Background: an optimization exercise with open tools, aiming at small area and a short achievable clock period. Do not read the settings as production practice. In this exercise RTL edits were held to simulation tests only and were not proved equivalent to the original.

## flow/design.v (module list and top-level ports; edited modules follow where they fit)
// module ntt_butterfly: 1893 lines
module ntt_butterfly
#(
    parameter REG_SIZE = 23
)
(
    input  wire                 clk,
    input  wire                 reset_n,
    input  wire                 zeroize,
    input  wire [2:0]           mode,
    input  wire                 accumulate,
    input  wire                 mlkem,
    input  wire  [REG_SIZE-1:0] opu_i,
    input  wire  [REG_SIZE-1:0] opv_i,
    input  wire  [REG_SIZE-1:0] opw_i,
    output logic [REG_SIZE-1:0] u_o,
    output logic [REG_SIZE-1:0] v_o,
    output logic [REG_SIZE-1:0] pwm_res_o,
    output logic [REG_SIZE-1:0] pairwm_mul_red_o
);
  // ...
==> flow/run.sh <==
#!/bin/bash
# synth_recipe.tcl (not shown) runs the flow's synth.tcl, then flattens the netlist and writes it again
# the make line also repeats each setting of config.mk as NAME=value (left out here)
make -C /OpenROAD-flow-scripts/flow DESIGN_CONFIG=/design/flow/config.mk WORK_HOME=/design/flow/orfs CLKGATE_MAP_FILE= SYNTH_SCRIPT=/design/flow/synth_recipe.tcl finish
==> flow/config.mk <==
export PLATFORM = sky130hd
export DESIGN_NAME = ntt_butterfly
export DESIGN_NICKNAME = ntt_butterfly
export VERILOG_FILES = /design/flow/design.v
export SDC_FILE = /design/flow/constraint.sdc
export NUM_CORES = 4
export LEC_CHECK = 0
export ABC_AREA = 1
export CAP_MARGIN = 20
export CORE_MARGIN = 2
export CORE_UTILIZATION = 40
export SETUP_SLACK_MARGIN = 5
export SLEW_MARGIN = 20
==> flow/constraint.sdc <==
create_clock -name core_clock -period 13.0 [get_ports {clk}]
set_input_delay 2.6000 -clock core_clock [delete_from_list [all_inputs] [get_ports {clk}]]
set_output_delay 2.6000 -clock core_clock [all_outputs]
set_load 0.01 [all_outputs]
==> results.json, run 1 <==
{
  "finalSetupViolations": 0,
  "cp-end-kind": "flop",
  "antenna_found_initial": 4,
  "wl_met2_um": 73100,
  "dp_cells": 6861,
  "grt_pass1_vias": 38300,
  "hold_viol_final": 0,
  "seq_share": 0.117,
  "portBuffers": 168,
  "synth-seq-cells": 207,
  "use_met3": 0.0902,
  "syn_area_um2": 38900,
  "design.core.area_um2": 96600,
  "cts_root_buffer": "clkbuf_16",
  "vias": 40000,
  "fp.dieW_um": 316,
  "largest_register": "t_s",
  "use_met2": 0.499,
  "outcome": "complete, no violations",
  "cp_num_cells": 37,
  "met1_usage": 0.464,
  "clock_cell_area_share": 0.0199
}
==> inputs of run 2 (changes only) <==
--- a/flow/design.v
+++ b/flow/design.v
@@ -87,17 +87,17 @@
         for (int j = 0; j < 12; j++)
             for (int i = 0; i < 24; i++)
                 ppx[j][i] = ((bone_r[j] & ax2[i+1]) | (btwo_r[j] & ax2[i])) ^ bneg_r[j];
         pp0 = ppx[0]; pp1 = ppx[1]; pp2 = ppx[2]; pp3 = ppx[3];
         pp4 = ppx[4]; pp5 = ppx[5]; pp6 = ppx[6]; pp7 = ppx[7];
         pp8 = ppx[8]; pp9 = ppx[9]; pp10 = ppx[10]; pp11 = ppx[11];
     end
     wire [45:0] mul_s, mul_c;
-    wire [26:0] dsa_s, dsa_c, kem_s, kem_c;
+    wire [24:0] dsa_s, dsa_c, kem_s, kem_c;
     wire [3:0] fe = {2'b0, prod[22:21]} + {2'b0, prod[32:31]} + {2'b0, prod[42:41]};
     wire [1:0] e4 = fe[3] ? 2'd2 : fe[2] ? 2'd1 : 2'd0;
     logic [24:0] dtab;
     always_comb begin
         case ({e4, prod[45:43]})
             5'd0: dtab = 25'd16760834;
             5'd1: dtab = 25'd16769025;
             5'd2: dtab = 25'd16777216;
@@ -1493,18 +1493,18 @@
     assign fd_110 = fd_61 ^ fd_62 ^ dtab[21];
     assign fd_111 = (fd_61 & fd_62) | (fd_61 & dtab[21]) | (fd_62 & dtab[21]);
     assign fd_112 = fd_63 ^ fd_64 ^ dtab[22];
     assign fd_113 = (fd_63 & fd_64) | (fd_63 & dtab[22]) | (fd_64 & dtab[22]);
     assign fd_114 = fd_65 ^ fd_66 ^ 1'b1;
     assign fd_115 = (fd_65 & fd_66) | (fd_65 & 1'b1) | (fd_66 & 1'b1);
     assign fd_116 = fd_67 ^ dtab[24];
     assign fd_117 = fd_67 & dtab[24];
-    assign dsa_s = {1'b1, fd_117, fd_115, fd_113, fd_111, fd_109, fd_107, fd_105, fd_103, fd_101, fd_99, fd_97, fd_95, fd_93, fd_91, fd_89, fd_87, fd_85, fd_83, fd_81, fd_79, fd_77, fd_75, fd_73, fd_71, fd_69, fd_68};
-    assign dsa_c = {1'b0, 1'b1, fd_116, fd_114, fd_112, fd_110, fd_108, fd_106, fd_104, fd_102, fd_100, fd_98, fd_96, fd_94, fd_92, fd_90, fd_88, fd_86, fd_84, fd_82, fd_80, fd_78, fd_76, fd_74, fd_72, fd_70, dtab[0]};
+    assign dsa_s = {fd_115, fd_113, fd_111, fd_109, fd_107, fd_105, fd_103, fd_101, fd_99, fd_97, fd_95, fd_93, fd_91, fd_89, fd_87, fd_85, fd_83, fd_81, fd_79, fd_77, fd_75, fd_73, fd_71, fd_69, fd_68};
+    assign dsa_c = {fd_116, fd_114, fd_112, fd_110, fd_108, fd_106, fd_104, fd_102, fd_100, fd_98, fd_96, fd_94, fd_92, fd_90, fd_88, fd_86, fd_84, fd_82, fd_80, fd_78, fd_76, fd_74, fd_72, fd_70, dtab[0]};
     wire fk_0;
     wire fk_1;
     wire fk_2;
     wire fk_3;
     wire fk_4;
     wire fk_5;
     wire fk_6;
     wire fk_7;
@@ -1627,20 +1627,20 @@
     assign fk_58 = fk_35 ^ fk_36 ^ kt3[8];
     assign fk_59 = (fk_35 & fk_36) | (fk_35 & kt3[8]) | (fk_36 & kt3[8]);
     assign fk_60 = fk_37 ^ fk_38 ^ kt3[9];
     assign fk_61 = (fk_37 & fk_38) | (fk_37 & kt3[9]) | (fk_38 & kt3[9]);
     assign fk_62 = fk_39 ^ fk_40 ^ kt2[10];
     assign fk_63 = (fk_39 & fk_40) | (fk_39 & kt2[10]) | (fk_40 & kt2[10]);
     assign fk_64 = fk_41 ^ kt0[11] ^ kt2[11];
     assign fk_65 = (fk_41 & kt0[11]) | (fk_41 & kt2[11]) | (kt0[11] & kt2[11]);
-    assign kem_s = {kt2[12], kt2[12], kt2[12], kt2[12], kt2[12], kt2[12], kt2[12], kt2[12], kt2[12], kt2[12], kt2[12], kt2[12], kt2[12], kt2[12], fk_65, fk_63, fk_61, fk_59, fk_57, fk_55, fk_53, fk_51, fk_49, fk_47, fk_45, fk_43, fk_42};
-    assign kem_c = {1'b0, 1'b0, 1'b0, 1'b0, 1'b0, 1'b0, 1'b0, 1'b0, 1'b0, 1'b0, 1'b0, 1'b0, 1'b0, 1'b0, kt2[12], fk_64, fk_62, fk_60, fk_58, fk_56, fk_54, fk_52, fk_50, fk_48, fk_46, fk_44, kt3[0]};
+    assign kem_s = {kt2[12], kt2[12], kt2[12], kt2[12], kt2[12], kt2[12], kt2[12], kt2[12], kt2[12], kt2[12], kt2[12], kt2[12], fk_65, fk_63, fk_61, fk_59, fk_57, fk_55, fk_53, fk_51, fk_49, fk_47, fk_45, fk_43, fk_42};
+    assign kem_c = {1'b0, 1'b0, 1'b0, 1'b0, 1'b0, 1'b0, 1'b0, 1'b0, 1'b0, 1'b0, 1'b0, 1'b0, kt2[12], fk_64, fk_62, fk_60, fk_58, fk_56, fk_54, fk_52, fk_50, fk_48, fk_46, fk_44, kt3[0]};
     wire [45:0] prod = mul_s + mul_c;
-    logic [26:0] t_s, t_c;
+    logic [24:0] t_s, t_c;
     always_ff @(posedge clk or negedge reset_n) begin
         if (!reset_n) begin
             t_s <= '0; t_c <= '0; c_d <= '0;
         end else if (zeroize) begin
             t_s <= '0; t_c <= '0; c_d <= '0;
         end else begin
             t_s <= mlkem_r ? kem_s : dsa_s;
             t_c <= mlkem_r ? kem_c : dsa_c;
@@ -1692,20 +1692,16 @@
     wire cp1_42;
     wire cp1_43;
     wire cp1_44;
     wire cp1_45;
     wire cp1_46;
     wire cp1_47;
     wire cp1_48;
     wire cp1_49;
-    wire cp1_50;
-    wire cp1_51;
-    wire cp1_52;
-    wire cp1_53;
     assign cp1_0 = t_s[0] ^ t_c[0] ^ 1'b1;
     assign cp1_1 = (t_s[0] & t_c[0]) | (t_s[0] & 1'b1) | (t_c[0] & 1'b1);
     assign cp1_2 = t_s[1] ^ t_c[1] ^ 1'b0;
     assign cp1_3 = (t_s[1] & t_c[1]) | (t_s[1] & 1'b0) | (t_c[1] & 1'b0);
     assign cp1_4 = t_s[2] ^ t_c[2] ^ 1'b0;
     assign cp1_5 = (t_s[2] & t_c[2]) | (t_s[2] & 1'b0) | (t_c[2] & 1'b0);
     assign cp1_6 = t_s[3] ^ t_c[3] ^ 1'b0;
     assign cp1_7 = (t_s[3] & t_c[3]) | (t_s[3] & 1'b0) | (t_c[3] & 1'b0);
@@ -1746,21 +1742,17 @@
     assign cp1_42 = t_s[21] ^ t_c[21] ^ ~mlkem_r;
     assign cp1_43 = (t_s[21] & t_c[21]) | (t_s[21] & ~mlkem_r) | (t_c[21] & ~mlkem_r);
     assign cp1_44 = t_s[22] ^ t_c[22] ^ ~mlkem_r;
     assign cp1_45 = (t_s[22] & t_c[22]) | (t_s[22] & ~mlkem_r) | (t_c[22] & ~mlkem_r);
     assign cp1_46 = t_s[23] ^ t_c[23] ^ 1'b0;
     assign cp1_47 = (t_s[23] & t_c[23]) | (t_s[23] & 1'b0) | (t_c[23] & 1'b0);
     assign cp1_48 = t_s[24] ^ t_c[24] ^ 1'b0;
     assign cp1_49 = (t_s[24] & t_c[24]) | (t_s[24] & 1'b0) | (t_c[24] & 1'b0);
-    assign cp1_50 = t_s[25] ^ t_c[25] ^ 1'b0;
-    assign cp1_51 = (t_s[25] & t_c[25]) | (t_s[25] & 1'b0) | (t_c[25] & 1'b0);
-    assign cp1_52 = t_s[26] ^ t_c[26] ^ 1'b0;
-    assign cp1_53 = (t_s[26] & t_c[26]) | (t_s[26] & 1'b0) | (t_c[26] & 1'b0);
-    wire [26:0] cp1 = {cp1_52, cp1_50, cp1_48, cp1_46, cp1_44, cp1_42, cp1_40, cp1_38, cp1_36, cp1_34, cp1_32, cp1_30, cp1_28, cp1_26, cp1_24, cp1_22, cp1_20, cp1_18, cp1_16, cp1_14, cp1_12, cp1_10, cp1_8, cp1_6, cp1_4, cp1_2, cp1_0} + {cp1_51, cp1_49, cp1_47, cp1_45, cp1_43, cp1_41, cp1_39, cp1_37, cp1_35, cp1_33, cp1_31, cp1_29, cp1_27, cp1_25, cp1_23, cp1_21, cp1_19, cp1_17, cp1_15, cp1_13, cp1_11, cp1_9, cp1_7, cp1_5, cp1_3, cp1_1, 1'b0};
+    wire [24:0] cp1 = {cp1_48, cp1_46, cp1_44, cp1_42, cp1_40, cp1_38, cp1_36, cp1_34, cp1_32, cp1_30, cp1_28, cp1_26, cp1_24, cp1_22, cp1_20, cp1_18, cp1_16, cp1_14, cp1_12, cp1_10, cp1_8, cp1_6, cp1_4, cp1_2, cp1_0} + {cp1_47, cp1_45, cp1_43, cp1_41, cp1_39, cp1_37, cp1_35, cp1_33, cp1_31, cp1_29, cp1_27, cp1_25, cp1_23, cp1_21, cp1_19, cp1_17, cp1_15, cp1_13, cp1_11, cp1_9, cp1_7, cp1_5, cp1_3, cp1_1, 1'b0};
     wire cm1_0;
     wire cm1_1;
     wire cm1_2;
     wire cm1_3;
     wire cm1_4;
     wire cm1_5;
     wire cm1_6;
     wire cm1_7;
@@ -1801,20 +1793,16 @@
     wire cm1_42;
     wire cm1_43;
     wire cm1_44;
     wire cm1_45;
     wire cm1_46;
     wire cm1_47;
     wire cm1_48;
     wire cm1_49;
-    wire cm1_50;
-    wire cm1_51;
-    wire cm1_52;
-    wire cm1_53;
     assign cm1_0 = t_s[0] ^ t_c[0] ^ 1'b1;
     assign cm1_1 = (t_s[0] & t_c[0]) | (t_s[0] & 1'b1) | (t_c[0] & 1'b1);
     assign cm1_2 = t_s[1] ^ t_c[1] ^ 1'b1;
     assign cm1_3 = (t_s[1] & t_c[1]) | (t_s[1] & 1'b1) | (t_c[1] & 1'b1);
     assign cm1_4 = t_s[2] ^ t_c[2] ^ 1'b1;
     assign cm1_5 = (t_s[2] & t_c[2]) | (t_s[2] & 1'b1) | (t_c[2] & 1'b1);
     assign cm1_6 = t_s[3] ^ t_c[3] ^ 1'b1;
     assign cm1_7 = (t_s[3] & t_c[3]) | (t_s[3] & 1'b1) | (t_c[3] & 1'b1);
@@ -1855,25 +1843,69 @@
     assign cm1_42 = t_s[21] ^ t_c[21] ^ mlkem_r;
     assign cm1_43 = (t_s[21] & t_c[21]) | (t_s[21] & mlkem_r) | (t_c[21] & mlkem_r);
     assign cm1_44 = t_s[22] ^ t_c[22] ^ mlkem_r;
     assign cm1_45 = (t_s[22] & t_c[22]) | (t_s[22] & mlkem_r) | (t_c[22] & mlkem_r);
     assign cm1_46 = t_s[23] ^ t_c[23] ^ 1'b1;
     assign cm1_47 = (t_s[23] & t_c[23]) | (t_s[23] & 1'b1) | (t_c[23] & 1'b1);
     assign cm1_48 = t_s[24] ^ t_c[24] ^ 1'b1;
     assign cm1_49 = (t_s[24] & t_c[24]) | (t_s[24] & 1'b1) | (t_c[24] & 1'b1);
-    assign cm1_50 = t_s[25] ^ t_c[25] ^ 1'b1;
-    assign cm1_51 = (t_s[25] & t_c[25]) | (t_s[25] & 1'b1) | (t_c[25] & 1'b1);
-    assign cm1_52 = t_s[26] ^ t_c[26] ^ 1'b1;
-    assign cm1_53 = (t_s[26] & t_c[26]) | (t_s[26] & 1'b1) | (t_c[26] & 1'b1);
-    wire [26:0] cm1 = {cm1_52, cm1_50, cm1_48, cm1_46, cm1_44, cm1_42, cm1_40, cm1_38, cm1_36, cm1_34, cm1_32, cm1_30, cm1_28, cm1_26, cm1_24, cm1_22, cm1_20, cm1_18, cm1_16, cm1_14, cm1_12, cm1_10, cm1_8, cm1_6, cm1_4, cm1_2, cm1_0} + {cm1_51, cm1_49, cm1_47, cm1_45, cm1_43, cm1_41, cm1_39, cm1_37, cm1_35, cm1_33, cm1_31, cm1_29, cm1_27, cm1_25, cm1_23, cm1_21, cm1_19, cm1_17, cm1_15, cm1_13, cm1_11, cm1_9, cm1_7, cm1_5, cm1_3, cm1_1, 1'b0};
-    wire [26:0] c00 = t_s + t_c;
-    assign red = !cm1[26] ? cm1[22:0] :
-                 !c00[26] ? c00[22:0] : cp1[22:0];
-    wire [22:0] hc = {1'b0, c_d[22:1]} + (c_d[0] ? hq : 23'd0);
+    wire [24:0] cm1 = {cm1_48, cm1_46, cm1_44, cm1_42, cm1_40, cm1_38, cm1_36, cm1_34, cm1_32, cm1_30, cm1_28, cm1_26, cm1_24, cm1_22, cm1_20, cm1_18, cm1_16, cm1_14, cm1_12, cm1_10, cm1_8, cm1_6, cm1_4, cm1_2, cm1_0} + {cm1_47, cm1_45, cm1_43, cm1_41, cm1_39, cm1_37, cm1_35, cm1_33, cm1_31, cm1_29, cm1_27, cm1_25, cm1_23, cm1_21, cm1_19, cm1_17, cm1_15, cm1_13, cm1_11, cm1_9, cm1_7, cm1_5, cm1_3, cm1_1, 1'b0};
+    wire [24:0] c00 = t_s + t_c;
+    assign red = !cm1[24] ? cm1[22:0] :
+                 !c00[24] ? c00[22:0] : cp1[22:0];
+    wire [22:0] hc;
+    wire [22:0] hck = c_d[0] ? hq : 23'd0;
+    wire [22:0] hcc;
+    assign hc[0] = c_d[1] ^ hck[0];
+    assign hcc[0] = c_d[1] & hck[0];
+    assign hc[1] = c_d[2] ^ hck[1] ^ hcc[0];
+    assign hcc[1] = (c_d[2] & hck[1]) | (c_d[2] & hcc[0]) | (hck[1] & hcc[0]);
+    assign hc[2] = c_d[3] ^ hck[2] ^ hcc[1];
+    assign hcc[2] = (c_d[3] & hck[2]) | (c_d[3] & hcc[1]) | (hck[2] & hcc[1]);
+    assign hc[3] = c_d[4] ^ hck[3] ^ hcc[2];
+    assign hcc[3] = (c_d[4] & hck[3]) | (c_d[4] & hcc[2]) | (hck[3] & hcc[2]);
+    assign hc[4] = c_d[5] ^ hck[4] ^ hcc[3];
+    assign hcc[4] = (c_d[5] & hck[4]) | (c_d[5] & hcc[3]) | (hck[4] & hcc[3]);
+    assign hc[5] = c_d[6] ^ hck[5] ^ hcc[4];
+    assign hcc[5] = (c_d[6] & hck[5]) | (c_d[6] & hcc[4]) | (hck[5] & hcc[4]);
+    assign hc[6] = c_d[7] ^ hck[6] ^ hcc[5];
+    assign hcc[6] = (c_d[7] & hck[6]) | (c_d[7] & hcc[5]) | (hck[6] & hcc[5]);
+    assign hc[7] = c_d[8] ^ hck[7] ^ hcc[6];
+    assign hcc[7] = (c_d[8] & hck[7]) | (c_d[8] & hcc[6]) | (hck[7] & hcc[6]);
+    assign hc[8] = c_d[9] ^ hck[8] ^ hcc[7];
+    assign hcc[8] = (c_d[9] & hck[8]) | (c_d[9] & hcc[7]) | (hck[8] & hcc[7]);
+    assign hc[9] = c_d[10] ^ hck[9] ^ hcc[8];
+    assign hcc[9] = (c_d[10] & hck[9]) | (c_d[10] & hcc[8]) | (hck[9] & hcc[8]);
+    assign hc[10] = c_d[11] ^ hck[10] ^ hcc[9];
+    assign hcc[10] = (c_d[11] & hck[10]) | (c_d[11] & hcc[9]) | (hck[10] & hcc[9]);
+    assign hc[11] = c_d[12] ^ hck[11] ^ hcc[10];
+    assign hcc[11] = (c_d[12] & hck[11]) | (c_d[12] & hcc[10]) | (hck[11] & hcc[10]);
+    assign hc[12] = c_d[13] ^ hck[12] ^ hcc[11];
+    assign hcc[12] = (c_d[13] & hck[12]) | (c_d[13] & hcc[11]) | (hck[12] & hcc[11]);
+    assign hc[13] = c_d[14] ^ hck[13] ^ hcc[12];
+    assign hcc[13] = (c_d[14] & hck[13]) | (c_d[14] & hcc[12]) | (hck[13] & hcc[12]);
+    assign hc[14] = c_d[15] ^ hck[14] ^ hcc[13];
+    assign hcc[14] = (c_d[15] & hck[14]) | (c_d[15] & hcc[13]) | (hck[14] & hcc[13]);
+    assign hc[15] = c_d[16] ^ hck[15] ^ hcc[14];
+    assign hcc[15] = (c_d[16] & hck[15]) | (c_d[16] & hcc[14]) | (hck[15] & hcc[14]);
+    assign hc[16] = c_d[17] ^ hck[16] ^ hcc[15];
+    assign hcc[16] = (c_d[17] & hck[16]) | (c_d[17] & hcc[15]) | (hck[16] & hcc[15]);
+    assign hc[17] = c_d[18] ^ hck[17] ^ hcc[16];
+    assign hcc[17] = (c_d[18] & hck[17]) | (c_d[18] & hcc[16]) | (hck[17] & hcc[16]);
+    assign hc[18] = c_d[19] ^ hck[18] ^ hcc[17];
+    assign hcc[18] = (c_d[19] & hck[18]) | (c_d[19] & hcc[17]) | (hck[18] & hcc[17]);
+    assign hc[19] = c_d[20] ^ hck[19] ^ hcc[18];
+    assign hcc[19] = (c_d[20] & hck[19]) | (c_d[20] & hcc[18]) | (hck[19] & hcc[18]);
+    assign hc[20] = c_d[21] ^ hck[20] ^ hcc[19];
+    assign hcc[20] = (c_d[21] & hck[20]) | (c_d[21] & hcc[19]) | (hck[20] & hcc[19]);
+    assign hc[21] = c_d[22] ^ hck[21] ^ hcc[20];
+    assign hcc[21] = (c_d[22] & hck[21]) | (c_d[22] & hcc[20]) | (hck[21] & hcc[20]);
+    assign hc[22] = hck[22] ^ hcc[21];
+    assign hcc[22] = 1'b0;
     wire [22:0] hr = {1'b0, red[22:1]} + (red[0] ? hq : 23'd0);
     logic [22:0] uo_r, vo_r;
     always_ff @(posedge clk or negedge reset_n) begin
         if (!reset_n) begin
             uo_r <= '0; vo_r <= '0;
         end else if (zeroize) begin
             uo_r <= '0; vo_r <= '0;
         end else begin
==> flow/flow/run.sh (new file) <==
#!/bin/bash
# Standard layout, with repair_timing aiming for a larger setup slack margin.
set -euo pipefail
bash standard.sh SETUP_SLACK_MARGIN=6.5 finish > standard.log 2>&1
==> flow/standard.sh (new file) <==
#!/bin/bash
# synth_recipe.tcl (not shown) runs the flow's synth.tcl, then flattens the netlist and writes it again
# the make line also repeats each setting of config.mk as NAME=value (left out here)
make -C /OpenROAD-flow-scripts/flow DESIGN_CONFIG=/design/flow/config.mk WORK_HOME=/design/flow/orfs CLKGATE_MAP_FILE= SYNTH_SCRIPT=/design/flow/synth_recipe.tcl "${@:-finish}"
--- a/flow/config.mk
+++ b/flow/config.mk
@@ -4,10 +4,9 @@
 export VERILOG_FILES = /design/flow/design.v
 export SDC_FILE = /design/flow/constraint.sdc
 export NUM_CORES = 4
 export LEC_CHECK = 0
 export ABC_AREA = 1
 export CAP_MARGIN = 20
 export CORE_MARGIN = 2
 export CORE_UTILIZATION = 40
-export SETUP_SLACK_MARGIN = 5
 export SLEW_MARGIN = 20
removed: flow/run.sh
==> results.json, run 2 <==
{
  "outcome": "complete, no violations",
  "cts_htree_levels": 1,
  "portBuffers": 168,
  "rsz0062_at_grt": "true",
  "r2r_slack_ns": 5.30,
  "fin_crit_ns": 7.70,
  "cap_violations": 0,
  "synth_nets": 6198,
  "gp_congestion": 1.03,
  "clkSinkCount": 204,
  "cpMostUsedCell": "fa_1",
  "cts_buffers": 25,
  "yosys.cell_count.top_type": "inv_1",
  "yosysUniqueCellTypes": 61,
  "hold_viol_final": 0,
  "synth_warnings": 2,
  "crit_path_max_incr_delay_ns": 0.67,
  "ant_nets": 0,
  "finalSetupViolations": 0,
  "whs_ns": 0.506,
  "track_usage": 0.339,
  "critPathArrivalTime_ns": 8.11,
  "multiInputGateArea_um2": 34000,
  "grt_pass1_vias": 39700,
  "dp_slack_ns": 3.48,
  "grt_pass1_wl_um": 252000,
  "viasPerCell": 5.68,
  "antennaDiodeCount": 0,
  "tightestPinTransition_ns": 1.03,
  "crit_fanout": 20,
  "drt_iter0_drc": 4466,
  "design.core.area_um2": 95000,
  "dp_hpwl_um": 127000,
  "top_regs": "t_c x25, t_s x25",
  "syn_area_per_cell_um2": 7.00,
  "clockBufferDepth": 3,
  "crit_type": "reg2reg",
  "area_growth_pct": 38.7,
  "cp.required_ns": 13.41,
  "synth_edf_count": 0,
  "syn_area_um2": 38400,
  "worstSetupStartpointType": "flop",
  "overflow": 0,
  "pin_count": 169,
  "clkTransAtPathRegs_ns": 0.06,
  "fin_worst_skew_ns": 0.0561,
  "yosysSeqAreaShare": 0.133,
  "post_drt_wl_per_cell_um": 24.0,
  "synth-seq-cells": 204,
  "synthTopCellsByCount": "inv_1, nand2_1, nor2_1",
  "synthTopCellsByArea": "fa_1, dfrtp_1, inv_1",
  "final_common_cell": "inv_1",
  "maxSlewHeadroom": 0.311,
  "rows": 113,
  "antenna_found_initial": 1,
  "slowest_stage": "fa_2",
  "synth_top_flop_cell": "dfrtp_1",
  "fin_ws_ns": 5.30,
  "cts-hold-fix-buffers": 0,
  "drcViolationCount": 0,
  "max_clock_freq_mhz": 130,
  "synthArstFlopShare": 1.00,
  "detail_route.first_pass.iterations": 6,
  "postSynthCellCount": 5487,
  "fp.dieW_um": 314,
  "finalWirelength_um": 175000,
  "cp_top_family": "adder cells",
  "setup_tns_ns": 0,
  "final_cell_mix": "inv_1, nand2_1, buf_4, nor2_1, xor2_1",
  "initial_utilization": 0.404,
  "seqCellArea_um2": 5160,
  "critPathBufInv": 5,
  "die_area_um2": 98500,
  "grt_max_degree": 91,
  "maxSlewViolCount": 0,
  "cts_tree": "done",
  "clk_latency_ns": 0.59,
  "cp-end-kind": "flop",
  "drive_above_1_share": 0.300,
  "cts_root_buffer": "clkbuf_16",
  "yosysTopAreaCell": "fa_1",
  "finalNetCount": 6745,
  "vias": 41600,
  "finalCritPeriodShare": 0.592,
  "nFillCells": 8792,
  "yosys.area.top_type_share": 0.176,
  "die_h_um": 314,
  "hp-class": "reg2reg"
}
-- run 2: path summary, 6_finish.rpt --
| check | start | to | cells after the start |
|---|---|---|---|
| max | bneg_r[8]$_DFF_PN0_ | t_c[7]$_DFF_PN0_ | 30 |
| min | c_r[5]$_DFF_PN0_ | c_d[5]$_DFF_PN0_ | 2 |
| max reg2reg | bneg_r[8]$_DFF_PN0_ | t_c[7]$_DFF_PN0_ | 30 |
| min reg2reg | c_r[5]$_DFF_PN0_ | c_d[5]$_DFF_PN0_ | 2 |
| max in group asynchronous | reset_n | t_s[3]$_DFF_PN0_ | 2 |
| min in group asynchronous | reset_n | bneg_r[5]$_DFF_PN0_ | 1 |
-- run 2: area by class of cell --
class	instances	area share
Tap cell	1265	0.0297
Inverter	1139	0.0857
Sequential cell	204	0.0969
Multi-Input combinational cell	3919	0.638
Clock buffer	34	0.0131
Timing Repair Buffer	728	0.133
Timing Repair inverter	17	0.00261
Clock inverter	10	0.00162
-- run 2: repair_timing --
item	4_1_cts	5_1_grt
resized for setup	1197	659
setup endpoints to repair	234	216
endpoints found under the hold margin	0	0
gates cloned	28	1
pin swaps	290	293
setup buffers	343	159
-- run 2: per-stage QoR --
| stage | std cells | cell area [µm²] | util |
|---|---|---|---|
| 6_report | 7316 | 53200 | 0.560 |
| 5_1_grt | 7316 | 53200 | 0.560 |
| 4_1_cts | 7156 | 49300 | 0.518 |
| 3_5_place_dp | 6741 | 41800 | 0.440 |
| 3_3_place_gp | 6741 | 41800 | 0.440 |
| 2_1_floorplan | 5487 | 39500 | - |
-- run 2: cell families (layout without fill, tap and decap cells) --
group | Yosys count | in the layout | synth area share
AOI/OAI and AO/OA | 1033 | 1033 | 0.159
adders and majority gates | 637 | 637 | 0.273
and+or+nand+nor | 1835 | 1839 | 0.203
xor gates and xnor gates | 408 | 408 | 0.0952
muxes | 2 | 2 | 0.000586
buffers and inverters | 1368 | 1928 | 0.136
DFF | 204 | 204 | 0.133
-- run 2: metal layers --
layer,share of wire,track usage,routed length [µm]
met3,0.11,0.0806,19900
met1,0.41,0.465,71100
met4,0.054,0.142,9430
met2,0.43,0.509,74900
met5,0.000074,0,13
-- run 2: worst reg2reg max path: cells and delay by family, from the launching register on --
| kind | cells | cell delay [ns] |
|---|---|---|
| adder cells (fa/ha/maj) | 9 | 4.18 |
| XOR/XNOR | 2 | 0.44 |
| AND/OR/NAND/NOR | 5 | 0.37 |
| flip-flops | 1 | 0.57 |
| AO/OA/AOI/OAI | 9 | 1.19 |
| buffers and inverters | 5 | 0.80 |
==> inputs of run 3 (changes only) <==
==> flow/run.sh (new file) <==
#!/bin/bash
# synth_recipe.tcl (not shown) runs the flow's synth.tcl, then flattens the netlist and writes it again
# the make line also repeats each setting of config.mk as NAME=value (left out here)
make -C /OpenROAD-flow-scripts/flow DESIGN_CONFIG=/design/flow/config.mk WORK_HOME=/design/flow/orfs CLKGATE_MAP_FILE= SYNTH_SCRIPT=/design/flow/synth_recipe.tcl finish
--- a/flow/config.mk
+++ b/flow/config.mk
@@ -11,2 +11,3 @@
 export CORE_UTILIZATION = 40
+export SETUP_SLACK_MARGIN = 4.5
 export SLEW_MARGIN = 20
removed: flow/flow/run.sh
removed: flow/standard.sh
==> results.json, run 3 <==
{
  "outcome": "complete, no violations",
  "die_h_um": 314,
  "ant_nets": 0,
  "synthTopCellsByCount": "inv_1, nand2_1, nor2_1",
  "cp-end-kind": "flop",
  "dp_hpwl_um": 129000,
  "r2r_slack_ns": 4.82,
  "synth-seq-cells": 204,
  "cts_tree": "done",
  "endpoint": "t_c[14]$_DFF_PN0_",
  "finalNetCount": 6324,
  "finalSetupViolations": 0,
  "yosysUniqueCellTypes": 61,
  "critPathBufInv": 7,
  "dp_slack_ns": 3.45,
  "area_growth_pct": 13.4,
  "die_area_um2": 98500,
  "drive_above_1_share": 0.0808,
  "cts_root_buffer": "clkbuf_16",
  "maxSlewViolCount": 0,
  "reg2regPathDepth": 36,
  "antenna_found_initial": 6,
  "crit_path_max_incr_delay_ns": 0.56,
  "setup_tns_ns": 0,
  "slowest_stage": "fa_1",
  "clk_latency_ns": 0.61,
  "yosys.area.top_type_share": 0.176,
  "max_clock_freq_mhz": 122,
  "cp_num_cells": 36,
  "cap_violations": 0,
  "clockBufferDepth": 3,
  "top_regs": "t_c x25, t_s x25",
  "gp_congestion": 1.07,
  "initial_utilization": 0.404,
  "startpoint": "a_r[14]$_DFF_PN0_",
  "fin_util": 0.458,
  "drt_iter0_drc": 4472,
  "drcViolationCount": 0,
  "worstSetupStartpointType": "flop",
  "fin_worst_skew_ns": 0.0545,
  "cpMostUsedCell": "fa_1",
  "finalWirelength_um": 166000,
  "synth_top_flop_cell": "dfrtp_1",
  "hold_viol_final": 0,
  "detail_route.first_pass.iterations": 6,
  "yosysTopAreaCell": "fa_1",
  "clkTransAtPathRegs_ns": 0.07,
  "cts_htree_levels": 1,
  "nFillCells": 9888,
  "synth_nets": 6198,
  "synthArstFlopShare": 1.00,
  "final_common_cell": "inv_1",
  "pin_count": 169,
  "hp-class": "reg2reg",
  "cp.required_ns": 13.44,
  "crit_fanout": 24,
  "design.core.area_um2": 95000,
  "tightestPinTransition_ns": 1.10,
  "grt_pass1_wl_um": 242000,
  "finalCritPeriodShare": 0.629,
  "r2r-start": "a_r[14]$_DFF_PN0_",
  "track_usage": 0.327,
  "viasPerCell": 5.68,
  "yosysSeqAreaShare": 0.133,
  "critPathArrivalTime_ns": 8.62,
  "synthTopCellsByArea": "fa_1, dfrtp_1, inv_1",
  "overflow": 0,
  "final_cell_mix": "inv_1, nand2_1, nor2_1, xor2_1, fa_1",
  "yosys.cell_count.top_type": "inv_1",
  "rows": 113,
  "post_drt_wl_per_cell_um": 24.0,
  "cts_buffers": 26,
  "postSynthCellCount": 5487,
  "vias": 39200,
  "clkSinkCount": 204,
  "grt_pass1_vias": 37300,
  "seqCellArea_um2": 5140,
  "r2r-end": "t_c[14]$_DFF_PN0_",
  "synth_warnings": 2,
  "portBuffers": 168,
  "rsz0062_at_grt": "true",
  "syn_area_per_cell_um2": 7.00,
  "cts-hold-fix-buffers": 0,
  "fin_crit_ns": 8.18,
  "grt_max_degree": 77,
  "maxSlewHeadroom": 0.264,
  "synth_edf_count": 0,
  "crit_type": "reg2reg",
  "multiInputGateArea_um2": 28400,
  "fp.dieW_um": 314,
  "cp_top_family": "adder cells",
  "syn_area_um2": 38400,
  "fin_ws_ns": 4.82
}
run 3: tightest hold or removal path: stages, from the launching register on:
cell and delay (ns):
dfrtp_1 0.32, inv_1 0.04, nor2_1 0.07
run 3: kinds of logic after synthesis:
group / synth area share
AO/OA/AOI/OAI: 0.159
XOR/XNOR: 0.0952
adder cells (fa/ha/maj): 0.273
buffers and inverters: 0.136
flip-flops: 0.133
multiplexers: 0.000586
AND/OR/NAND/NOR: 0.203
run 3: worst min-delay path by stage:
| stage | from | to | slack [ns] | depth (start not counted) |
|---|---|---|---|---|
| floorplan | c_r[0]$_DFF_PN0_ | c_d[0]$_DFF_PN0_ | 0.45 | 2 |
| global placement | c_r[6]$_DFF_PN0_ | c_d[6]$_DFF_PN0_ | 0.45 | 2 |
| detailed placement | c_r[6]$_DFF_PN0_ | c_d[6]$_DFF_PN0_ | 0.46 | 2 |
| CTS | c_r[0]$_DFF_PN0_ | c_d[0]$_DFF_PN0_ | 0.47 | 2 |
| global route | c_r[6]$_DFF_PN0_ | c_d[6]$_DFF_PN0_ | 0.48 | 2 |
| finish | c_r[0]$_DFF_PN0_ | c_d[0]$_DFF_PN0_ | 0.47 | 2 |
run 3: through the flow:
stage / hold slack (ns) / area [µm²] / cells
final: 0.472 / 43600 / 6899
after global routing: 0.485 / 43500 / 6897
after CTS: 0.472 / 42800 / 6856
after detailed placement: 0.463 / 41200 / 6756
after global placement: 0.454 / 41200 / 6756
after floorplan: 0.445 / 38400 / 5487
run 3: cell type report:
class / instances / share of cell area
antenna: 2 / 0.000115
clock buffer: 30 / 0.0162
clock inverter: 17 / 0.00583
inverter: 1139 / 0.101
multi-input combinational: 3918 / 0.652
sequential: 204 / 0.118
tap: 1265 / 0.0363
timing repair buffer: 311 / 0.0687
timing repair inverter: 13 / 0.00218
run 3: what timing repair did:
| item | in CTS | in global routing |
|---|---|---|
| resized for setup | 69 | 98 |
| gates cloned | 13 | 3 |
| pin swaps | 1 | 5 |
| setup endpoints to repair | 104 | 104 |
| setup buffers | 40 | 38 |
run 3: routing by layer:
layer / vias to the layer above / global-route usage / share of wire
li1: 17600 / - / -
met1: 18900 / 0.454 / 0.42
met2: 2204 / 0.499 / 0.43
met3: 403 / 0.0793 / 0.11
met4: 14 / 0.102 / 0.039
met5: - / 0.00193 / 0.00098
==> inputs of run 4 (changes only) <==
--- a/flow/config.mk
+++ b/flow/config.mk
@@ -11,3 +11,3 @@
 export CORE_UTILIZATION = 40
-export SETUP_SLACK_MARGIN = 4.5
+export SETUP_SLACK_MARGIN = 4
 export SLEW_MARGIN = 20
==> results.json, run 4 <==
{
  "outcome": "complete, no violations",
  "portBuffers": 168,
  "clkSinkCount": 204,
  "pin_count": 169,
  "hold_viol_final": 0,
  "ant_nets": 0,
  "clk_latency_ns": 0.61,
  "rows": 113,
  "synthTopCellsByCount": "inv_1, nand2_1, nor2_1",
  "synth_top_flop_cell": "dfrtp_1",
  "crit_fanout": 12,
  "synthArstFlopShare": 1.00,
  "top_regs": "t_c x25, t_s x25",
  "finalSetupViolations": 0,
  "cts_htree_levels": 1,
  "r2r-start": "a_r[10]$_DFF_PN0_",
  "critPathArrivalTime_ns": 9.08,
  "r2r-end": "t_c[14]$_DFF_PN0_",
  "yosys.area.top_type_share": 0.176,
  "synth_edf_count": 0,
  "area_growth_pct": 11.7,
  "grt_pass1_vias": 36800,
  "synth_nets": 6198,
  "synth-seq-cells": 204,
  "vias": 39000,
  "yosysSeqAreaShare": 0.133,
  "yosysTopAreaCell": "fa_1",
  "cp-end-kind": "flop",
  "postSynthCellCount": 5487,
  "holdCritStartpoint": "c_r[0]$_DFF_PN0_",
  "final_cell_mix": "inv_1, nand2_1, nor2_1, xor2_1, fa_1",
  "hp-class": "reg2reg",
  "initial_utilization": 0.404,
  "track_usage": 0.321,
  "fin_util": 0.451,
  "cts_buffers": 26,
  "die_area_um2": 98500,
  "finalWirelength_um": 165000,
  "cts-hold-fix-buffers": 0,
  "crit_path_max_incr_delay_ns": 0.58,
  "whs_path_depth": 2,
  "cap_violations": 0,
  "fin_worst_skew_ns": 0.0535,
  "setup_tns_ns": 0,
  "syn_area_um2": 38400,
  "maxSlewHeadroom": 0.289,
  "viasPerCell": 5.68,
  "fin_crit_ns": 8.64,
  "tightestPinTransition_ns": 1.06,
  "yosys.cell_count.top_type": "inv_1",
  "final_common_cell": "inv_1",
  "worstSetupStartpointType": "flop",
  "syn_area_per_cell_um2": 7.00,
  "design.core.area_um2": 95000,
  "cp.required_ns": 13.44,
  "die_h_um": 314,
  "synth_warnings": 2,
  "whs_endpoint": "c_d[0]$_DFF_PN0_",
  "grt_max_degree": 77,
  "clkTransAtPathRegs_ns": 0.07,
  "post_drt_wl_per_cell_um": 24.0,
  "nFillCells": 9929,
  "slowest_stage": "dfrtp_1",
  "rsz0062_at_grt": "false",
  "clockBufferDepth": 3,
  "yosysUniqueCellTypes": 61,
  "synthTopCellsByArea": "fa_1, dfrtp_1, inv_1",
  "finalNetCount": 6287,
  "overflow": 0,
  "detail_route.first_pass.iterations": 14,
  "antenna_found_initial": 6,
  "fp.dieW_um": 314,
  "drt_iter0_drc": 4269,
  "drive_above_1_share": 0.0674,
  "max_clock_freq_mhz": 116,
  "reg2regPathDepth": 33,
  "dp_hpwl_um": 129000,
  "whs_ns": 0.472,
  "cts_root_buffer": "clkbuf_16",
  "gp_congestion": 1.07,
  "finalCritPeriodShare": 0.664,
  "cpMostUsedCell": "fa_1",
  "r2r_slack_ns": 4.36,
  "cts_tree": "done",
  "grt_pass1_wl_um": 238000,
  "maxSlewViolCount": 0,
  "crit_type": "reg2reg",
  "drcViolationCount": 0
}
==> run 4: cell counts after synthesis <==
Identical to the previous run, type by type.
==> run 4: metrics by stage <==
step,worst slack (ns),instance area [µm²],cells
final,4.36,42900,6862
after global routing,4.00,42900,6860
after CTS,4.00,42300,6803
after detailed placement,3.45,41200,6756
after global placement,3.45,41200,6756
after floorplan,4.57,38400,5487
==> run 4: cell families (layout without fill, tap and decap cells) <==
family / count (synthesis) / in the layout / synth area share
AOI/OAI and AO/OA: 1033 / 1033 / 0.159
xor gates and xnor gates: 408 / 408 / 0.0952
buffers and inverters: 1368 / 1474 / 0.136
other: 0 / 2 / 0
muxes: 2 / 2 / 0.000586
adders and majority gates: 637 / 637 / 0.273
DFF: 204 / 204 / 0.133
and+or+nand+nor: 1835 / 1837 / 0.203
==> run 4: worst max-delay path by stage <==
stage                              from                 to  slack [ns]  cells past startpoint
floorplan             mlkem_r$_DFF_PN0_  c_r[21]$_DFF_PN0_        4.57                     48
global placement      mlkem_r$_DFF_PN0_  c_r[21]$_DFF_PN0_        3.45                     44
detailed placement    mlkem_r$_DFF_PN0_  c_r[22]$_DFF_PN0_        3.45                     44
CTS                 bone_r[1]$_DFF_PN0_  t_c[21]$_DFF_PN0_        4.00                     35
global route          a_r[10]$_DFF_PN0_  t_c[14]$_DFF_PN0_        4.00                     35
finish                a_r[10]$_DFF_PN0_  t_c[14]$_DFF_PN0_        4.36                     33
==> run 4: area by class of cell <==
class	instances	area, µm²	share of cell area
clock buffers	30	706	0.0165
repair inverters	13	90.1	0.00210
inverters	1139	4370	0.102
multi-input cells	3917	28200	0.657
clock inverters	17	254	0.00592
flip-flops and latches	204	5130	0.120
diodes	2	5.00	0.000117
repair buffers	275	2550	0.0595
well taps	1265	1580	0.0369
==> run 4: repair_timing <==
item / in CTS / in global routing
endpoints found under the setup margin: 80 / 99
gates resized for setup: 16 / 62
setup buffers: 0 / 42
pin swaps: 0 / 3
gates cloned: 0 / 15
==> run 4: worst max-delay path, delay by kind of cell, from the launching register on <==
kind | cells | cell delay [ns]
adder cells (fa/ha/maj) | 10 | 4.36
AND/OR/NAND/NOR | 10 | 1.17
AO/OA/AOI/OAI | 5 | 1.09
buffers and inverters | 6 | 0.93
flip-flops | 1 | 0.58
XOR/XNOR | 2 | 0.34
==> run 4: per-layer routing <==
metal	up-vias	wire length (µm)	GRT usage
met5	-	163	0
met4	10	6390	0.0983
met3	378	18000	0.0721
met2	2221	71300	0.494
met1	18800	68800	0.447
li1	17600	-	-
==> inputs of run 5 (changes only) <==
--- a/flow/config.mk
+++ b/flow/config.mk
@@ -11,3 +11,3 @@
 export CORE_UTILIZATION = 40
-export SETUP_SLACK_MARGIN = 4
+export SETUP_SLACK_MARGIN = 5
 export SLEW_MARGIN = 20
==> results.json, run 5 <==
{
  "vias": 39600,
  "overflow": 0,
  "r2r_slack_ns": 5.19,
  "cpMostUsedCell": "fa_1",
  "synthTopCellsByArea": "fa_1, dfrtp_1, inv_1",
  "finalNetCount": 6362,
  "grt_max_degree": 82,
  "crit_fanout": 7,
  "grt_pass1_wl_um": 246000,
  "clockBufferDepth": 3,
  "fp.dieW_um": 314,
  "design.core.area_um2": 95000,
  "critPathArrivalTime_ns": 8.27,
  "outcome": "complete, no violations",
  "cts_buffers": 27,
  "synth_edf_count": 0,
  "cts_htree_levels": 1,
  "yosysSeqAreaShare": 0.133,
  "worstSetupStartpointType": "flop",
  "drive_above_1_share": 0.101,
  "area_growth_pct": 15.6,
  "reg2regPathDepth": 29,
  "clk_latency_ns": 0.61,
  "synthArstFlopShare": 1.00,
  "tightestPinTransition_ns": 1.04,
  "grt_pass1_vias": 37300,
  "startpoint": "btwo_r[3]$_DFF_PN0_",
  "drcViolationCount": 0,
  "rsz0062_at_grt": "true",
  "synth_warnings": 2,
  "maxSlewHeadroom": 0.308,
  "final_common_cell": "inv_1",
  "final_cell_mix": "inv_1, nand2_1, nor2_1, xor2_1, fa_1",
  "post_drt_wl_per_cell_um": 24.6,
  "fin_worst_skew_ns": 0.0440,
  "synth_nets": 6198,
  "finalCritPeriodShare": 0.601,
  "top_regs": "t_c x25, t_s x25",
  "maxSlewViolCount": 0,
  "cts_root_buffer": "clkbuf_16",
  "fin_crit_ns": 7.81,
  "syn_area_um2": 38400,
  "track_usage": 0.335,
  "ant_nets": 0,
  "rows": 113,
  "finalWirelength_um": 171000,
  "viasPerCell": 5.71,
  "dp_hpwl_um": 133000,
  "yosys.cell_count.top_type": "inv_1",
  "nFillCells": 9814,
  "yosys.area.top_type_share": 0.176,
  "finalSetupViolations": 0,
  "detail_route.first_pass.iterations": 7,
  "postSynthCellCount": 5487,
  "r2r-start": "btwo_r[3]$_DFF_PN0_",
  "max_clock_freq_mhz": 128,
  "slowest_stage": "xnor2_1",
  "yosysUniqueCellTypes": 61,
  "endpoint": "t_c[16]$_DFF_PN0_",
  "syn_area_per_cell_um2": 7.00,
  "portBuffers": 168,
  "setup_tns_ns": 0,
  "yosysTopAreaCell": "fa_1",
  "cap_violations": 0,
  "initial_utilization": 0.404,
  "die_area_um2": 98500,
  "synth_top_flop_cell": "dfrtp_1",
  "r2r-end": "t_c[16]$_DFF_PN0_",
  "antenna_found_initial": 6,
  "cp.required_ns": 13.45,
  "cts-hold-fix-buffers": 0,
  "cts_tree": "done",
  "crit_type": "reg2reg",
  "cp-end-kind": "flop",
  "hp-class": "reg2reg",
  "clkSinkCount": 204,
  "die_h_um": 314,
  "synth-seq-cells": 204,
  "hold_viol_final": 0,
  "pin_count": 169,
  "synthTopCellsByCount": "inv_1, nand2_1, nor2_1",
  "gp_congestion": 1.03,
  "drt_iter0_drc": 4487,
  "crit_path_max_incr_delay_ns": 0.78,
  "clkTransAtPathRegs_ns": 0.06
}
## run 5: cell count changes in the layout (fill, tap and decap cells not counted), sizes merged
cell,change
buf,+70
clkinvlp,+7
clkbuf,+4
nand2,+3
bufinv,-2
inv,-2
nand3,-2
clkinv,-1
diode,-1
## run 5: routing by layer
metal | track usage | up-vias | part of all wire
met5 | 0 | - | 0.00060
met4 | 0.129 | 12 | 0.046
met3 | 0.0873 | 429 | 0.11
met2 | 0.496 | 2317 | 0.42
met1 | 0.465 | 19100 | 0.42
li1 | - | 17800 | -
## run 5: area by class of cell
class	instances	area [µm²]	share of cell area
Multi-Input combinational cell	3918	28900	0.651
Timing Repair Buffer	346	3280	0.0739
Sequential cell	204	5150	0.116
Clock inverter	17	191	0.00431
Timing Repair inverter	15	108	0.00242
Inverter	1139	4430	0.0999
Antenna cell	1	2.50	0.0000564
Tap cell	1265	1580	0.0357
Clock buffer	33	718	0.0162
## run 5: worst min path at each step
| stage | start | to | cells after the start |
|---|---|---|---|
| after detailed placement | c_r[11]$_DFF_PN0_ | c_d[11]$_DFF_PN0_ | 2 |
| after floorplan | c_r[0]$_DFF_PN0_ | c_d[0]$_DFF_PN0_ | 2 |
| after CTS | c_r[17]$_DFF_PN0_ | c_d[17]$_DFF_PN0_ | 2 |
| after global routing | c_r[0]$_DFF_PN0_ | c_d[0]$_DFF_PN0_ | 2 |
| final | c_r[17]$_DFF_PN0_ | c_d[17]$_DFF_PN0_ | 2 |
| after global placement | c_r[6]$_DFF_PN0_ | c_d[6]$_DFF_PN0_ | 2 |
## run 5: critical path, delay by kind of cell (launching register included)
kind            cells  cell delay [ns]
buf+inv             9             0.86
fa+ha+maj           9             4.27
flops               1             0.41
simple gates        6             0.63
compound gates      3             0.45
xor+xnor            2             1.03
## run 5: cell families (layout without fill, tap and decap cells)
| kind of cell | Yosys count | count (layout) | share of synthesized area |
|---|---|---|---|
| AOI/OAI and AO/OA | 1033 | 1033 | 0.159 |
| xor gates and xnor gates | 408 | 408 | 0.0952 |
| adders and majority gates | 637 | 637 | 0.273 |
| buffers and inverters | 1368 | 1550 | 0.136 |
| DFF | 204 | 204 | 0.133 |
| muxes | 2 | 2 | 0.000586 |
| other | 0 | 1 | 0 |
| and+or+nand+nor | 1835 | 1838 | 0.203 |
## run 5: what timing repair did
| item | 4_1_cts | 5_1_grt |
|---|---|---|
| gates resized for setup | 153 | 160 |
| setup endpoints to repair | 183 | 110 |
| setup buffers | 68 | 44 |
| pin swaps | 7 | 20 |
| gates cloned | 15 | 4 |
## run 5: stage by stage
| step | cell area [µm²] | hold WS [ns] | instances | util | setup WS (ns) |
|---|---|---|---|---|---|
| final | 44400 | 0.467 | 6938 | 0.467 | 5.19 |
| after global routing | 44400 | 0.512 | 6937 | 0.467 | 4.89 |
| after CTS | 43200 | 0.473 | 6889 | 0.455 | 4.98 |
| after detailed placement | 41200 | 0.460 | 6756 | 0.434 | 3.23 |
| after global placement | 41200 | 0.459 | 6756 | 0.434 | 3.40 |
| after floorplan | 38400 | 0.445 | 5487 | - | 5.04 |
==> inputs of run 6 (changes only) <==
==> flow/flow/run.sh (new file) <==
#!/bin/bash
# Standard layout; the port buffers use the smallest buffer cell (the resizer
# still upsizes any that timing or slew needs).
set -euo pipefail
bash standard.sh SETUP_SLACK_MARGIN=6 "BUFFER_PORTS_ARGS=-buffer_cell sky130_fd_sc_hd__buf_1" finish > standard.log 2>&1
==> flow/standard.sh (new file) <==
#!/bin/bash
# synth_recipe.tcl (not shown) runs the flow's synth.tcl, then flattens the netlist and writes it again
# the make line also repeats each setting of config.mk as NAME=value (left out here)
make -C /OpenROAD-flow-scripts/flow DESIGN_CONFIG=/design/flow/config.mk WORK_HOME=/design/flow/orfs CLKGATE_MAP_FILE= SYNTH_SCRIPT=/design/flow/synth_recipe.tcl "${@:-finish}"
removed: flow/run.sh
==> results.json, run 6 <==
{
  "finalCritPeriodShare": 0.592,
  "synth_mux_area_frac": 0.000586,
  "cts_htree_levels": 1,
  "setup_tns_ns": 0,
  "initial_utilization": 0.404,
  "synth_edf_count": 0,
  "hold_viol_final": 0,
  "postSynthCellCount": 5487,
  "synth_top_family_by_area": "adder cells",
  "fin_worst_skew_ns": 0.0782,
  "cts_tree": "done",
  "grt_max_degree": 67,
  "viasPerCell": 5.67,
  "vias": 40400,
  "fin_cells": 7117,
  "dp_hpwl_um": 129000,
  "grt_pass1_wl_um": 249000,
  "synthTopCellsByCount": "inv_1, nand2_1, nor2_1",
  "ant_nets": 0,
  "whs_path_depth": 2,
  "yosysSeqAreaShare": 0.133,
  "top_regs": "t_c x25, t_s x25",
  "clk_latency_ns": 0.64,
  "grt-busiest-layer": "met2",
  "final_cell_mix": "inv_1, nand2_1, nor2_1, xor2_1, buf_4",
  "synth_top_flop_cell": "dfrtp_1",
  "reg2regPathDepth": 30,
  "clkTransAtPathRegs_ns": 0.07,
  "fin_crit_ns": 7.70,
  "drcViolationCount": 0,
  "met1_usage": 0.466,
  "crit_path_max_incr_delay_ns": 0.69,
  "finalWirelength_um": 174000,
  "synthSimpleGateAreaFrac": 0.203,
  "use_met2": 0.504,
  "yosys.area.top_type_share": 0.176,
  "cts_root_buffer": "clkbuf_16",
  "cp.required_ns": 13.44,
  "synth_warnings": 2,
  "synthTopCellsByArea": "fa_1, dfrtp_1, inv_1",
  "portBuffers": 168,
  "clockBufferDepth": 3,
  "cpMostUsedCell": "fa_1",
  "cts-hold-fix-buffers": 0,
  "drive_above_1_share": 0.224,
  "grt_pass1_vias": 38200,
  "tightestPinTransition_ns": 1.18,
  "gp_congestion": 1.02,
  "synth-compound-area-share": 0.159,
  "syn_area_per_cell_um2": 7.00,
  "maxSlewViolCount": 0,
  "die_area_um2": 98500,
  "synth_nets": 6198,
  "synth-seq-cells": 204,
  "final_common_cell": "inv_1",
  "track_usage": 0.339,
  "use_met3": 0.0815,
  "hp-class": "reg2reg",
  "rows": 113,
  "clkSinkCount": 204,
  "yosysTopAreaCell": "fa_1",
  "synthAdderAreaFrac": 0.273,
  "yosys.cell_count.top_type": "inv_1",
  "dp_cells": 6746,
  "worstSetupStartpointType": "flop",
  "post_drt_wl_per_cell_um": 24.5,
  "area_growth_pct": 25.5,
  "yosysUniqueCellTypes": 61,
  "overflow": 0,
  "maxSlewHeadroom": 0.207,
  "critPathArrivalTime_ns": 8.14,
  "max_clock_freq_mhz": 130,
  "rsz0062_at_grt": "true",
  "syn_area_um2": 38400,
  "drt_iter0_drc": 4527,
  "design.core.area_um2": 95000,
  "pin_count": 169,
  "fin_util": 0.507,
  "finalNetCount": 6541,
  "crit_type": "reg2reg",
  "fp.dieW_um": 314,
  "die_h_um": 314,
  "synth_xor_area_frac": 0.0952,
  "cp-end-kind": "flop",
  "cts_buffers": 25,
  "outcome": "complete, no violations",
  "detail_route.first_pass.iterations": 6,
  "slowest_stage": "fa_1",
  "finalSetupViolations": 0,
  "antenna_found_initial": 4,
  "synthArstFlopShare": 1.00,
  "crit_fanout": 5,
  "cap_violations": 0
}
[run 6: cell counts after synthesis]
No cell type changed its count.
[run 6: path summary, 6_finish.rpt]
kind	endpoint	startpoint	slack, ns
max	t_c[14]$_DFF_PN0_	a_r[19]$_DFF_PN0_	5.30
min	c_d[18]$_DFF_PN0_	c_r[18]$_DFF_PN0_	0.48
max reg2reg	t_c[14]$_DFF_PN0_	a_r[19]$_DFF_PN0_	5.30
min reg2reg	c_d[18]$_DFF_PN0_	c_r[18]$_DFF_PN0_	0.48
max in group asynchronous	t_s[1]$_DFF_PN0_	reset_n	9.14
min in group asynchronous	a_r[17]$_DFF_PN0_	reset_n	1.96
[run 6: what timing repair did]
action                     CTS  global route
resized for setup          503           533
setup buffers              163           129
setup endpoints to repair  188           154
gates cloned                28             2
pin swaps                  143           221
[run 6: stage by stage]
stage	worst slack, ns	area, µm²	hold WS, ns
2_1_floorplan	5.99	39200	0.445
3_3_place_gp	3.58	40500	0.455
3_5_place_dp	3.63	40500	0.463
4_1_cts	5.57	45000	0.479
5_1_grt	5.15	48200	0.513
6_report	5.30	48200	0.478
[run 6: critical path, delay by kind of cell (launching register included)]
kind	cells	cell delay, ns
buffers and inverters	8	0.93
adder cells (fa/ha/maj)	10	4.61
flip-flops	1	0.40
XOR/XNOR	2	0.53
AND/OR/NAND/NOR	6	0.33
AO/OA/AOI/OAI	4	0.67
[run 6: metal layers]
layer	up-vias	routed length (µm)
li1	18100	-
met1	19400	71700
met2	2293	73800
met3	510	18700
met4	4	10300
met5	-	30
[run 6: cell families after synthesis]
kind of cell,count (synthesis)
flip-flops,204
multiplexers,2
AO/OA/AOI/OAI,1033
XOR/XNOR,408
buffers and inverters,1368
adder cells (fa/ha/maj),637
AND/OR/NAND/NOR,1835
[run 6: layout make-up]
class	count	area, µm²
diodes	3	7.51
clock buffers	32	672
clock inverters	14	183
fillers	9430	46800
inverters	1139	4540
multi-input cells	3918	31900
flip-flops and latches	204	5160
well taps	1265	1580
repair buffers	521	4020
repair inverters	21	148
==> inputs of run 7 (changes only) <==
==> flow/flow/run.sh (replaced) <==
#!/bin/bash
# Standard layout; the port buffers use the smallest buffer cell (the resizer
# still upsizes any that timing or slew needs).
set -euo pipefail
bash standard.sh "BUFFER_PORTS_ARGS=-buffer_cell sky130_fd_sc_hd__buf_1" finish > standard.log 2>&1
==> results.json, run 7 <==
{
  "track_usage": 0.332,
  "maxSlewViolCount": 0,
  "fp.dieW_um": 314,
  "nFillCells": 9908,
  "syn_area_per_cell_um2": 7.00,
  "fin_worst_skew_ns": 0.0780,
  "grt_pass1_wl_um": 244000,
  "yosys.cell_count.top_type": "inv_1",
  "fin_cells": 6928,
  "rsz0062_at_grt": "false",
  "synth-seq-cells": 204,
  "postSynthCellCount": 5487,
  "cts_tree": "done",
  "maxSlewHeadroom": 0.158,
  "drt_iter0_drc": 4222,
  "worstSetupStartpointType": "flop",
  "final_common_cell": "inv_1",
  "seqCellArea_um2": 5140,
  "synthTopCellsByCount": "inv_1, nand2_1, nor2_1",
  "dp_cells": 6759,
  "initial_utilization": 0.404,
  "pin_count": 169,
  "yosysTopAreaCell": "fa_1",
  "cp.required_ns": 13.45,
  "cts-hold-fix-buffers": 0,
  "synthArstFlopShare": 1.00,
  "synthTopCellsByArea": "fa_1, dfrtp_1, inv_1",
  "grt_max_degree": 70,
  "clkSinkCount": 204,
  "max_clock_freq_mhz": 127,
  "antenna_found_initial": 10,
  "synth_warnings": 2,
  "final_cell_mix": "inv_1, nand2_1, nor2_1, xor2_1, fa_1",
  "post_drt_wl_per_cell_um": 24.6,
  "crit_path_max_incr_delay_ns": 0.61,
  "finalSetupViolations": 0,
  "synth_edf_count": 0,
  "cpMostUsedCell": "fa_1",
  "finalNetCount": 6355,
  "area_growth_pct": 13.1,
  "hp-class": "reg2reg",
  "gp_congestion": 1.04,
  "place_area_um2": 40200,
  "clockBufferDepth": 3,
  "cap_violations": 0,
  "dp_hpwl_um": 132000,
  "vias": 39500,
  "drive_above_1_share": 0.104,
  "outcome": "complete, no violations",
  "die_area_um2": 98500,
  "cts_htree_levels": 1,
  "tightestPinTransition_ns": 1.26,
  "clkTransAtPathRegs_ns": 0.06,
  "grt_pass1_vias": 37600,
  "yosys.area.top_type_share": 0.176,
  "final_area_um2": 43400,
  "slowest_stage": "fa_1",
  "hold_viol_final": 0,
  "yosysSeqAreaShare": 0.133,
  "critPathArrivalTime_ns": 8.30,
  "setup_tns_ns": 0,
  "drcViolationCount": 0,
  "crit_type": "reg2reg",
  "yosysUniqueCellTypes": 61,
  "whs_ns": 0.476,
  "syn_area_um2": 38400,
  "crit_fanout": 7,
  "synth_nets": 6198,
  "portBuffers": 168,
  "cp-end-kind": "flop",
  "design.core.area_um2": 95000,
  "fin_crit_ns": 7.85,
  "cts_root_buffer": "clkbuf_16",
  "ant_nets": 0,
  "synth_top_flop_cell": "dfrtp_1",
  "cts_buffers": 28,
  "multiInputGateArea_um2": 28900,
  "fin_util": 0.457,
  "die_h_um": 314,
  "detail_route.first_pass.iterations": 8,
  "finalCritPeriodShare": 0.604,
  "clk_latency_ns": 0.64,
  "top_regs": "t_c x25, t_s x25",
  "rows": 113,
  "finalWirelength_um": 170000,
  "viasPerCell": 5.70,
  "overflow": 0
}
-- run 7: cell count changes in the layout (fill, tap and decap cells not counted), sizes merged, moves of 3 or more --
cell / change
buf: -175
bufbuf: -3
bufinv: -3
inv: -10
nand3: +3
-- run 7: logic make-up after synthesis --
group                    synth area share
AO/OA/AOI/OAI                       0.159
XOR/XNOR                           0.0952
adder cells (fa/ha/maj)             0.273
buffers and inverters               0.136
flip-flops                          0.133
multiplexers                     0.000586
AND/OR/NAND/NOR                     0.203
-- run 7: timing repair --
action	CTS	global route
buffers inserted	49	52
endpoints found under the setup margin	112	110
pin swaps	7	47
resized for setup	132	214
cloned	13	6
-- run 7: worst paths after layout --
check                                       to  cells after the start           startpoint  slack [ns]
hold reg to reg              c_d[17]$_DFF_PN0_                      2    c_r[17]$_DFF_PN0_        0.48
max in group asynchronous  bneg_r[6]$_DFF_PN0_                      3              reset_n        8.97
hold / removal               c_d[17]$_DFF_PN0_                      2    c_r[17]$_DFF_PN0_        0.48
setup / recovery             t_c[14]$_DFF_PN0_                     34  bone_r[3]$_DFF_PN0_        5.15
setup reg to reg             t_c[14]$_DFF_PN0_                     34  bone_r[3]$_DFF_PN0_        5.15
min in group asynchronous   uo_r[17]$_DFF_PN0_                      1              reset_n        1.81
-- run 7: metal layers --
layer / track usage / wire (µm) / vias up
met3: 0.0816 / 18500 / 466
li1: - / - / 17700
met4: 0.141 / 8510 / 8
met1: 0.457 / 71200 / 19100
met5: 0 / 54 / -
met2: 0.494 / 72100 / 2153
-- run 7: worst max-delay path, delay by kind of cell (launching register included) --
family                   cells  cell delay, ns
AO/OA/AOI/OAI                8            1.10
XOR/XNOR                     2            0.42
AND/OR/NAND/NOR              9            0.59
buffers and inverters        5            0.64
adder cells (fa/ha/maj)     10            4.48
flip-flops                   1            0.43
-- run 7: cell type report --
class	count	share of cell area
clock inverter	11	0.00256
multi-input combinational	3920	0.667
antenna	2	0.000115
sequential	204	0.118
tap	1265	0.0365
timing repair buffer	340	0.0541
clock buffer	36	0.0182
timing repair inverter	11	0.00184
inverter	1139	0.102
-- run 7: per-stage QoR --
stage	setup slack, ns
3_5_place_dp	3.66
6_report	5.15
2_1_floorplan	5.04
3_3_place_gp	3.68
4_1_cts	5.00
5_1_grt	4.96

[re-timing with driven ports]
No port has a modelled driver above. Below, the same layouts with a new extraction and two added sets of constraints.
Step 1: set_driving_cell puts a clkbuf_16 on clk and a buf_2 on each other input, an assumption about the parent block.
Step 2 adds t to the input delays and takes it off the output delays; t is the mean of the earliest and latest rising clock arrival at the registers after step 1. Input paths then give back, and output paths get back, about the clock's delay inside the block.
a / b / c = no drivers / after step 1 / after step 2; a / b = the first two.
| run | t, ns | setup WS [ns] | hold WS [ns] |
|---|---|---|---|
| run 1 | 0.674 | 5.117 / 5.117 / 4.991 | 0.477 / 0.477 / 0.477 |
| run 2 | 0.629 | 5.302 / 5.302 / 5.302 | 0.506 / 0.506 / 0.506 |
| run 3 | 0.660 | 4.820 / 4.820 / 4.704 | 0.472 / 0.472 / 0.472 |
| run 4 | 0.660 | 4.363 / 4.363 / 4.363 | 0.472 / 0.472 / 0.472 |
| run 5 | 0.664 | 5.187 / 5.187 / 4.921 | 0.467 / 0.467 / 0.467 |
| run 6 | 0.674 | 5.301 / 5.301 / 5.301 | 0.478 / 0.478 / 0.478 |
| run 7 | 0.672 | 5.145 / 5.145 / 5.145 | 0.476 / 0.476 / 0.476 |
After both steps every run listed still meets setup and hold. For run 5, which loses most, drivers alone change the setup slack by 0.000 ns; drivers and shift together by -0.266 ns.
